What follows belongs to an exercise in optimizing a design on an open flow for small area, a short achievable clock period and few clock cycles; a production flow would make more cautious choices.
RTL that was checked went through simulation tests only; none was proved equivalent to the original.
Power and IR drop assume default switching activity.

## reuleaux
module reuleaux(input logic clk, input logic rst_n, input logic [2:0] colour,
                input logic [7:0] centre_x, input logic [6:0] centre_y, input logic [7:0] diameter,
                input logic start, output logic done,
                output logic [7:0] vga_x, output logic [6:0] vga_y,
                output logic [2:0] vga_colour, output logic vga_plot);
     circle_control u_ctl(.clk(clk), .rst_n(rst_n), .colour(colour), .centre_x(centre_x),
                          .centre_y(centre_y), .diameter(diameter), .start(start), .done(done),
                          .vga_x(vga_x), .vga_y(vga_y), .vga_colour(vga_colour), .vga_plot(vga_plot));
endmodule
Settings: LEC_CHECK=0, CAP_MARGIN=20, CORE_MARGIN=2, CORE_UTILIZATION=40, SLEW_MARGIN=20; clock period 10.0 ns.
standard.sh (not shown) runs the stock make flow with config.mk's settings and CLKGATE_MAP_FILE= SYNTH_SCRIPT=/design/flow/synth_recipe.tcl, a recipe that flattens the netlist after the stock synthesis.
==> flow/flow/run.sh <==
#!/bin/bash
set -euo pipefail
bash standard.sh finish SETUP_SLACK_MARGIN=6.8 > standard_flow.log 2>&1
The first run went through all stages and came out clean.
Then changed:
ABC_AREA = 1   (was unset)
=> The new run ran to the end with no violations; global-route usage stays flat; flip-flop and latch count stays the same; core utilization came out lower by 1.7 points.
Function was not checked in any run of this note: the RTL went through the layout flow alone.

========
reuleaux, a different RTL version from the one above (not shown whole).
For scale: roughly 1600 cells after synthesis, about 170 flip-flops, about 13000 sq um of cells after synthesis.
export LEC_CHECK = 0
export ABC_AREA = 1
export CAP_MARGIN = 20
export CORE_MARGIN = 2
export CORE_UTILIZATION = 40
export SLEW_MARGIN = 20
create_clock -name core_clock -period 10.0 [get_ports {clk}]
Scripts as last shown in full above: flow/flow/run.sh
Testbench counts at the start, summed over its fixed seeds: cycles 17,484.
Then changed:
==> flow/run.sh (new file) <==
#!/bin/bash
# synth_recipe.tcl (not shown) runs the flow's synth.tcl, then flattens the netlist and writes it again
# the make line also repeats each setting of config.mk as NAME=value (left out here)
make -C /OpenROAD-flow-scripts/flow DESIGN_CONFIG=/design/flow/config.mk WORK_HOME=/design/flow/orfs CLKGATE_MAP_FILE= SYNTH_SCRIPT=/design/flow/synth_recipe.tcl finish
- ABC_AREA: 1 -> unset
- GPL_ROUTABILITY_DRIVEN: unset -> 0
- PLACE_DENSITY: unset -> 0.8
removed: flow/flow/run.sh
removed: flow/standard.sh
What happened: Worst setup slack loses 920 ps. Synthesized area went down by 1.7%. Sequential share of layout area climbs by 1.1 points. Core utilization shrinks by 1.9 points. Synthesized cell count falls by 18%.

========
== run 1 ==
reuleaux, a different RTL version from the one above (not shown whole).
Size in the first run: ~150 flip-flops, ~49 I/O pins, ~12000 µm² of cells after synthesis.
Settings: LEC_CHECK=0, ABC_AREA=1, CAP_MARGIN=20, CORE_MARGIN=2, CORE_UTILIZATION=40, SLEW_MARGIN=20; clock period 10.0 ns.
==> flow/flow/run.sh <==
#!/bin/bash
set -euo pipefail
bash standard.sh finish SETUP_SLACK_MARGIN=6.6 > standard_flow.log 2>&1
Testbench counts of run 1, summed over its fixed seeds: cycles 17,484.
Input-level comparison between run 2 and run 1:
==> flow/flow/run.sh <==
#!/bin/bash
set -euo pipefail
bash standard.sh finish SETUP_SLACK_MARGIN=6.9 > standard_flow.log 2>&1
Notes after the runs:
The via count reported for run 2 is higher than the one for run 1.
Sort run 1 and run 2 by amount of wire on met2 after detailed routing asc -> top: run 1
The run showing the greater post-place instance area is run 2.
In summary, run 2 completed successfully, with a layout that passed the timing, DRC and antenna checks.
Wire length reported by the detailed router: run 2 > run 1
The sequential cell area share reported for run 2 is smaller than that of run 1 by 0.94 points.
Looking at capturing element of the worst setup path, the u_ctl.y3[4] result is from run 1; the done one comes from run 2.
Post-CTS setup buffer count was lower in the run labelled run 1.
On final cycle utilization of the critical path: between run 1 and run 2, it ends up higher for run 1.
Modified inputs, run 3 compared to run 2
Settings: removing ABC_AREA (formerly 1).
==> flow/run.sh (new file) <==
#!/bin/bash
# synth_recipe.tcl (not shown) runs the flow's synth.tcl, then flattens the netlist and writes it again
# the make line also repeats each setting of config.mk as NAME=value (left out here)
make -C /OpenROAD-flow-scripts/flow DESIGN_CONFIG=/design/flow/config.mk WORK_HOME=/design/flow/orfs CLKGATE_MAP_FILE= SYNTH_SCRIPT=/design/flow/synth_recipe.tcl finish
removed: flow/flow/run.sh
removed: flow/standard.sh
==> comparison <==
- When run 3 is set beside run 2, its xor and xnor area share after synthesis turns out to be 2.7 points larger.
- Run 2 vs run 3, type of the setup path with the least slack: flop to output pin vs flop to flop
- Against run 2, run 3 comes in 24 higher on peak fanout along the critical path.
- Going from run 2 to run 3, via-per-instance ratio climbed about 5%; data-path buffer share of cell area in the final layout dropped 2.6 points; sink count of the clock tree barely changed.
Edits applied to the flow inputs when going from run 3 to run 4:
==> flow/flow/run.sh (new file) <==
#!/bin/bash
set -euo pipefail
bash standard.sh finish SETUP_SLACK_MARGIN=6.8 > standard_flow.log 2>&1
==> flow/standard.sh (new file) <==
#!/bin/bash
# synth_recipe.tcl (not shown) runs the flow's synth.tcl, then flattens the netlist and writes it again
# the make line also repeats each setting of config.mk as NAME=value (left out here)
make -C /OpenROAD-flow-scripts/flow DESIGN_CONFIG=/design/flow/config.mk WORK_HOME=/design/flow/orfs CLKGATE_MAP_FILE= SYNTH_SCRIPT=/design/flow/synth_recipe.tcl "${@:-finish}"
removed: flow/run.sh
--- outcome ---
- Comparing run 4 and run 3, share of total power in combinational logic is higher on run 4.
- Lower cell area was reported by run 3, not run 4.
- Looking at power dissipated by switching net loads, run 4 sits 92 µW higher than run 3 does.
- Relative to run 3, the internal cell power measured on run 4 has increased by a little under 10%.
- The run with more routed wire is run 4, not run 3.
- On wire length of the first global-routing pass, run 4 and run 3 are basically level.
- Post-route minimum period in run 4 is 0.90 ns lower than in run 3
- Total setup buffers inserted after CTS, run 4 and run 3: larger value in run 4

========
reuleaux again, from the RTL that the note above started with.
==> flow/config.mk <==
export PLATFORM = sky130hd
export DESIGN_NAME = reuleaux
export DESIGN_NICKNAME = reuleaux
export VERILOG_FILES = /design/flow/design.v
export SDC_FILE = /design/flow/constraint.sdc
export NUM_CORES = 4
export LEC_CHECK = 0
export CAP_MARGIN = 20
export CORE_MARGIN = 2
export CORE_UTILIZATION = 55
export PLACE_DENSITY = 0.75
export SLEW_MARGIN = 20
==> flow/constraint.sdc <==
create_clock -name core_clock -period 10.0 [get_ports {clk}]
set_input_delay 2.0000 -clock core_clock [delete_from_list [all_inputs] [get_ports {clk}]]
set_output_delay 2.0000 -clock core_clock [all_outputs]
set_load 0.01 [all_outputs]
==> flow/flow/run.sh <==
#!/bin/bash
set -euo pipefail
bash standard.sh finish SETUP_SLACK_MARGIN=6.8 > standard_flow.log 2>&1
The baseline completed with no timing, DRC or antenna violations.
Testbench counts at the start, summed over its fixed seeds: cycles 17,484.
Rerun with:
==> flow/flow/run.sh (replaced) <==
#!/bin/bash
set -euo pipefail
bash standard.sh finish SETUP_SLACK_MARGIN=6.9 > standard_flow.log 2>&1
Settings changed: CORE_UTILIZATION 55 to 40, PLACE_DENSITY 0.75 to not set.
What happened:
- The new run produced a clean layout
- via count stays flat
- routed wire length grows by 4.6%
- register-to-register slack stays flat
Rerun with:
==> flow/flow/run.sh (replaced) <==
#!/bin/bash
set -euo pipefail
bash standard.sh finish SETUP_SLACK_MARGIN=6.8 > standard_flow.log 2>&1
Settings changed: ABC_AREA set to 1.
=>
- synthesized area rose by 3.1%
- die area came out higher by 3.0%
- worst setup slack gets better by 0.12 ns
- cell area fell by 5.4%
- worst hold slack improved by 0.015 ns
- clock-buffer cell count came out lower by 3
- total power went down by 2.4%
- sequential power climbs by about 0.7%
- routed wire length goes down by 3.2%
- clock power fell by 6.8%
- via count goes up by 6.7%
Rerun with:
==> flow/flow/run.sh (replaced) <==
#!/bin/bash
set -euo pipefail
bash standard.sh finish SETUP_SLACK_MARGIN=6.5 > standard_flow.log 2>&1
Settings changed: ABC_AREA 1 to not set.
Cell count goes down by 15%.
Routed wire length goes down by 2.0%.
Critical path depth goes up by 2.
Rerun with:
==> flow/flow/run.sh (replaced) <==
#!/bin/bash
set -euo pipefail
bash standard.sh finish SETUP_SLACK_MARGIN=6.8 > standard_flow.log 2>&1
Settings changed: ABC_AREA set to 1, CORE_UTILIZATION 40 to 30.
Result: The new run passed the timing, DRC and antenna checks; count of clock-buffer cells in the layout shrinks by 4; flip-flop and latch count is unchanged; setup slack improved by 0.20 ns; wire length grows by 3.5%; global-route usage shrinks by 5.3 points; die area grows by 36%; final cell count grows by 27%.
Rerun with:
==> flow/flow/run.sh (replaced) <==
#!/bin/bash
set -euo pipefail
bash standard.sh finish SETUP_SLACK_MARGIN=7.0 > standard_flow.log 2>&1
Settings changed: CORE_UTILIZATION 30 to 40.
What happened:
- non-clock buffer count rose by 23
- combinational power rose by a few percent
- routed wire length rose by a few percent
- synthesized cell count is unchanged
- critical path depth stays the same
- design area rose by a few percent
- total power rose by a few percent
- register-to-register slack gains 0.08 ns
- first-iteration DRC count fell by about a fifth
- worst hold slack gains 0.019 ns
- sequential power rose slightly

========
The RTL this note starts from:
==> flow/design.v <==
module circle_control(input logic clk, input logic rst_n, input logic [2:0] colour,
                      input logic [7:0] centre_x, input logic [6:0] centre_y, input logic [7:0] diameter,
                      input logic start, output logic done,
                      output logic [7:0] vga_x, output logic [6:0] vga_y,
                      output logic [2:0] vga_colour, output logic vga_plot);
     function automatic logic [9:0] fadd(input logic [9:0] x, input logic [9:0] y, input logic c);
          logic [9:0] p, g, gg, pp;
          p = x ^ y;
          g = x & y;
          g[0] = g[0] | (p[0] & c);
          pp = p;
          for (int l = 0; l < 4; l++) begin
               for (int i = 9; i >= 0; i--) begin
                    if (((i >> l) & 1) == 1) begin
                         g[i]  = g[i] | (pp[i] & g[((i >> l) << l) - 1]);
                         pp[i] = pp[i] & pp[((i >> l) << l) - 1];
                    end
               end
          end
          fadd[0] = p[0] ^ c;
          for (int i = 1; i < 10; i++) fadd[i] = p[i] ^ g[i - 1];
     endfunction
     function automatic logic fcmp(input logic [7:0] x, input logic [7:0] y, input logic c);
          logic [9:0] s;
          s = fadd({2'b00, x}, {2'b00, ~y}, c);
          fcmp = s[8];
     endfunction
     function automatic logic [18:0] fadd19(input logic [18:0] x, input logic [18:0] y);
          logic [18:0] p, g, pp;
          p = x ^ y;
          g = x & y;
          pp = p;
          for (int l = 0; l < 5; l++) begin
               for (int i = 18; i >= 0; i--) begin
                    if (((i >> l) & 1) == 1) begin
                         g[i]  = g[i] | (pp[i] & g[((i >> l) << l) - 1]);
                         pp[i] = pp[i] & pp[((i >> l) << l) - 1];
                    end
               end
          end
          fadd19[0] = p[0];
          for (int i = 1; i < 19; i++) fadd19[i] = p[i] ^ g[i - 1];
     endfunction
     function automatic logic [37:0] csa19(input logic [18:0] x, input logic [18:0] y, input logic [18:0] z);
          logic [18:0] sm, cy;
          sm = x ^ y ^ z;
          cy = ((x & y) | (x & z) | (y & z)) << 1;
          csa19 = {cy, sm};
     endfunction
     logic start_r, start_rr;
     logic [7:0] d_r, cx_r;
     always_ff @(posedge clk) begin
          start_r    <= start;
          start_rr   <= start_r;
          d_r        <= diameter;
          cx_r       <= centre_x;
          vga_colour <= colour;
     end
     logic [18:0] dz, m6, m3;
     logic [18:0] s296;
     assign dz   = {11'd0, d_r};
     assign s296 = (dz << 8) + (dz << 5) + (dz << 3);
     assign m6   = s296 + dz + 19'd510;
     assign m3   = (s296 << 2) + dz + 19'd1019;
     logic [6:0] dh_c;                                
     assign dh_c = d_r[7:1] + {6'd0, d_r[0]};
     logic [9:0] x1_c, x2_c;
     assign x1_c = fadd({2'b00, cx_r}, {3'b000, dh_c}, 1'b0);
     assign x2_c = fadd({2'b00, cx_r}, ~{3'b000, dh_c}, 1'b1);
     logic [6:0] k6;
     logic [7:0] k3;
     logic [6:0] dh;       
     assign dh = dh_c;
     logic       d0;       
     logic       d1;       
     logic [8:0] x1;       
     logic [7:0] x2;       
     logic       en2;      
     always_ff @(posedge clk) begin
          k6  <= m6[16:10];
          k3  <= m3[18:11];
          d0  <= (d_r == 8'd0);
          d1  <= (d_r == 8'd1);
          x1  <= x1_c[8:0];
          x2  <= x2_c[7:0];
          en2 <= !x2_c[9] && (cx_r != 8'd0);
     end
     logic [9:0] y1_c, y3_c;
     assign y1_c = fadd({3'b000, centre_y}, {3'b000, k6}, 1'b0);
     assign y3_c = fadd({3'b000, centre_y}, ~{2'b00, k3}, 1'b1);
     logic [7:0] y1;       
     logic [6:0] y3;       
     logic       en3;      
     always_ff @(posedge clk) begin
          y1  <= y1_c[7:0];
          y3  <= y3_c[6:0];
          en3 <= !y3_c[9];
     end
     logic [7:0] ox, oy;
     logic [9:0] crit;      
     logic [8:0] dd;        
     logic [9:0] cx10, y110, y310;
     assign cx10 = {2'b00, cx_r};
     assign y110 = {2'b00, y1};
     assign y310 = {3'b000, y3};
     logic [9:0] ox10, oy10;
     assign ox10 = {2'b00, ox};
     assign oy10 = {2'b00, oy};
     logic [9:0] xa1, xb1, xa2, xb2, x3a, x3b, ya, yb, y3x;
     assign xa1 = fadd({1'b0, x1}, ~ox10, 1'b1);
     assign xb1 = fadd({1'b0, x1}, ~oy10, 1'b1);
     assign xa2 = fadd({2'b00, x2}, ox10, 1'b0);
     assign xb2 = fadd({2'b00, x2}, oy10, 1'b0);
     assign x3a = fadd(d0 ? y110 : cx10, oy10, 1'b0);        
     assign x3b = fadd(cx10, ~oy10, 1'b1);
     assign ya  = fadd(y110, ~oy10, 1'b1);
     assign yb  = fadd(y110, ~ox10, 1'b1);
     assign y3x = fadd(y310, ox10, 1'b0);
     function automatic logic in159(input logic [9:0] v);    
          in159 = !v[9] && (v[8:0] != 9'd0) && (v[8:0] <= 9'd159);
     endfunction
     function automatic logic in119(input logic [9:0] v);    
          in119 = !v[9] && (v[8:0] != 9'd0) && (v[8:0] <= 9'd119);
     endfunction
     logic eq, ax, oxgt, oygt, oyge, oxk;
     assign eq   = (dd == 9'd0);
     assign ax   = (oy == 8'd0);
     assign oxgt = !(d1 || (d0 && ax));
     assign oygt = fcmp(oy, {1'b0, dh}, 1'b0);
     assign oyge = fcmp(oy, {1'b0, dh}, 1'b1);
     logic [9:0] ks, kc, kd;
     assign ks   = y310 ^ ox10 ^ ~y110;
     assign kc   = ((y310 & ox10) | (y310 & ~y110) | (ox10 & ~y110)) << 1;
     assign kd   = fadd(ks, kc, 1'b0);
     assign oxk  = !kd[9];
     logic ya_ok, yb_ok, y3x_ok;
     assign ya_ok  = in119(ya);
     assign yb_ok  = in119(yb);
     assign y3x_ok = en3 && (y3x <= 10'd99) && oxk;
     logic [6:0] cand;
     assign cand[0] = in159(xa1) && oxgt && ya_ok;
     assign cand[1] = in159(xb1) && oygt && yb_ok && !eq;
     assign cand[2] = en2 && (xa2 <= 10'd159) && ya_ok && !(eq && !ax);
     assign cand[3] = en2 && (xb2 <= 10'd159) && oyge && yb_ok && !ax;
     assign cand[4] = (x3a <= 10'd159) && (x3a != 10'd0) && y3x_ok;
     assign cand[5] = in159(x3b) && y3x_ok && !ax;
     assign cand[6] = d0 && !ax && !xa1[9] && (xa1 != 10'd0) && (x3a <= 10'd99);
     logic cpos, lval;
     assign cpos = !crit[9];
     assign lval = dd[8] || eq;                       
     logic [9:0] c1, c2;
     assign c1 = fadd(crit, {1'b0, oy, 1'b1}, 1'b0);                        
     assign c2 = fadd(crit, {dd, 1'b1}, 1'b0);                             
     logic [6:0] cr;        
     logic [7:0] oxc, oyc;
     logic busy;
     logic [6:0] sel;       
     assign sel = cr & ~{cr[5:0] | {cr[4:0], 1'b0} | {cr[3:0], 2'b0} | {cr[2:0], 3'b0} |
                         {cr[1:0], 4'b0} | {cr[0], 5'b0}, 1'b0};
     logic adv;
     assign adv = ((cr & ~sel) == 7'd0);
     logic [7:0] xbase, xoff, ybase, yoff;
     logic xs, ys, uox;
     assign uox   = sel[0] | sel[2] | sel[6];           
     assign xs    = sel[0] | sel[1] | sel[5] | sel[6];
     assign ys    = sel[0] | sel[1] | sel[2] | sel[3];
     assign xbase = ({8{sel[0] | sel[1]}} & x1[7:0]) | ({8{sel[2] | sel[3]}} & x2) |
                    ({8{sel[4] | sel[5] | sel[6]}} & cx_r);
     assign ybase = ys ? y1 : {1'b0, y3};
     assign xoff  = uox ? oxc : oyc;
     assign yoff  = uox ? oyc : oxc;
     logic [9:0] pxs, pys;
     assign pxs = fadd({2'b00, xbase ^ {8{xs}}}, {2'b00, xoff}, 1'b0);
     assign pys = fadd({2'b00, ybase ^ {8{ys}}}, {2'b00, yoff}, 1'b0);
     always_ff @(posedge clk) begin
          if (!start_r) begin
               ox   <= d_r;
               oy   <= 8'd0;
               crit <= 10'd0 - {2'b00, d_r};
               dd   <= 9'd0 - {1'b0, d_r};
          end else if (!start_rr || (busy && adv && lval)) begin
               ox   <= cpos ? ox - 8'd1 : ox;
               oy   <= oy + 8'd1;
               crit <= cpos ? c2 : c1;
               dd   <= (d0 && ax) ? 9'h102 : dd + (cpos ? 9'd2 : 9'd1);
          end
          if (!start_rr) begin
               cr   <= cand;
               oxc  <= ox;
               oyc  <= oy;
               busy <= 1'b1;
          end else if (busy) begin
               if (adv) begin
                    cr   <= cand;
                    oxc  <= ox;
                    oyc  <= oy;
                    busy <= lval;
               end else begin
                    cr <= cr & ~sel;
               end
          end
          vga_x    <= pxs[7:0] ^ {8{xs}};
          vga_y    <= pys[6:0] ^ {7{ys}};
          vga_plot <= rst_n && start && start_rr && busy && (cr != 7'd0);
          if (!rst_n || !start) done <= 1'b0;
          else if (start_rr && busy && adv && !lval) done <= 1'b1;
     end
endmodule
module reuleaux(input logic clk, input logic rst_n, input logic [2:0] colour,
                input logic [7:0] centre_x, input logic [6:0] centre_y, input logic [7:0] diameter,
                input logic start, output logic done,
                output logic [7:0] vga_x, output logic [6:0] vga_y,
                output logic [2:0] vga_colour, output logic vga_plot);
     circle_control u_ctl(.clk(clk), .rst_n(rst_n), .colour(colour), .centre_x(centre_x),
                          .centre_y(centre_y), .diameter(diameter), .start(start), .done(done),
                          .vga_x(vga_x), .vga_y(vga_y), .vga_colour(vga_colour), .vga_plot(vga_plot));
endmodule
export LEC_CHECK = 0
export CAP_MARGIN = 20
export CORE_MARGIN = 2
export CORE_UTILIZATION = 40
export SLEW_MARGIN = 20
create_clock -name core_clock -period 10.0 [get_ports {clk}]
==> flow/flow/run.sh <==
#!/bin/bash
set -euo pipefail
bash standard.sh finish SETUP_SLACK_MARGIN=7.0 > standard_flow.log 2>&1
Testbench counts at the start, summed over its fixed seeds: cycles 17,484.
Next try:
==> flow/flow/run.sh (replaced) <==
#!/bin/bash
set -euo pipefail
bash standard.sh finish SETUP_SLACK_MARGIN=6.8 > standard_flow.log 2>&1
ABC_AREA = 1   (was unset)
CORE_UTILIZATION = 55   (was 40)
The changed run completed without violations.
Hold slack loses 3.3 ps.
Flip-flop and latch count does not change.
Worst setup slack gets better by 52 ps.

==> static timing again, ports no longer ideal <==
The flow's constraints put no driver on any port. The routed layouts listed below were extracted and timed again, unchanged, in two steps. Step 1 sets driving cells, clkbuf_16 on the clock port and buf_2 on the other inputs (assumed; they add their load-dependent delay and slew). Step 2 moves the port delays by t, midway between the first and last clock arrival at a register: inputs arrive t later, outputs are due t later. That takes back most of the time a late clock gives input paths. a / b / c = no drivers / after step 1 / after step 2; a / b = the first two.
| run | t, ns | slack for setup (ns) | slew at the worst register clock pin (ns) | worst data-port slew with drivers (ns) | cell pins on the clock port's net |
|---|---|---|---|---|---|
| the first run of note 1 | 0.484 | 6.784 / 6.784 / 6.784 | 0.07 / 0.07 | 0.03 | 1 |
| the second run of note 1 | 0.492 | 6.942 / 6.913 / 6.797 | 0.07 / 0.07 | 0.03 | 1 |
| the first run of note 2 | 0.488 | 6.892 / 6.892 / 6.892 | 0.07 / 0.07 | 0.03 | 1 |
| the second run of note 2 | 0.489 | 5.974 / 5.974 / 5.974 | 0.07 / 0.07 | 0.04 | 1 |
| run 1 | 0.480 | 6.663 / 6.640 / 6.203 | 0.07 / 0.07 | 0.03 | 1 |
| run 2 | 0.479 | 6.968 / 6.918 / 6.491 | 0.07 / 0.07 | 0.06 | 1 |
| run 3 | 0.476 | 5.932 / 5.932 / 5.878 | 0.07 / 0.07 | 0.03 | 1 |
| run 4 | 0.478 | 6.833 / 6.832 / 6.354 | 0.07 / 0.07 | 0.05 | 1 |
| the first run of note 4 | 0.484 | 6.797 / 6.797 / 6.364 | 0.07 / 0.07 | 0.06 | 1 |
| the second run of note 4 | 0.479 | 6.782 / 6.782 / 6.347 | 0.07 / 0.07 | 0.06 | 1 |
| the third run of note 4 | 0.480 | 6.897 / 6.921 / 6.441 | 0.07 / 0.07 | 0.03 | 1 |
| the fourth run of note 4 | 0.490 | 6.631 / 6.631 / 6.274 | 0.07 / 0.07 | 0.03 | 1 |
| the fifth run of note 4 | 0.484 | 6.829 / 6.856 / 6.372 | 0.07 / 0.07 | 0.04 | 1 |
| the sixth run of note 4 | 0.481 | 6.979 / 6.964 / 6.483 | 0.07 / 0.07 | 0.06 | 1 |
| the first run of note 5 | 0.468 | 6.770 / 6.757 / 6.289 | 0.07 / 0.07 | 0.06 | 1 |
| the second run of note 5 | 0.475 | 6.822 / 6.849 / 6.374 | 0.07 / 0.07 | 0.03 | 1 |
After both steps setup and hold are still met in every run listed. For the sixth run of note 4, which loses most, drivers alone change the setup slack by -0.015 ns; drivers and shift together by -0.496 ns.
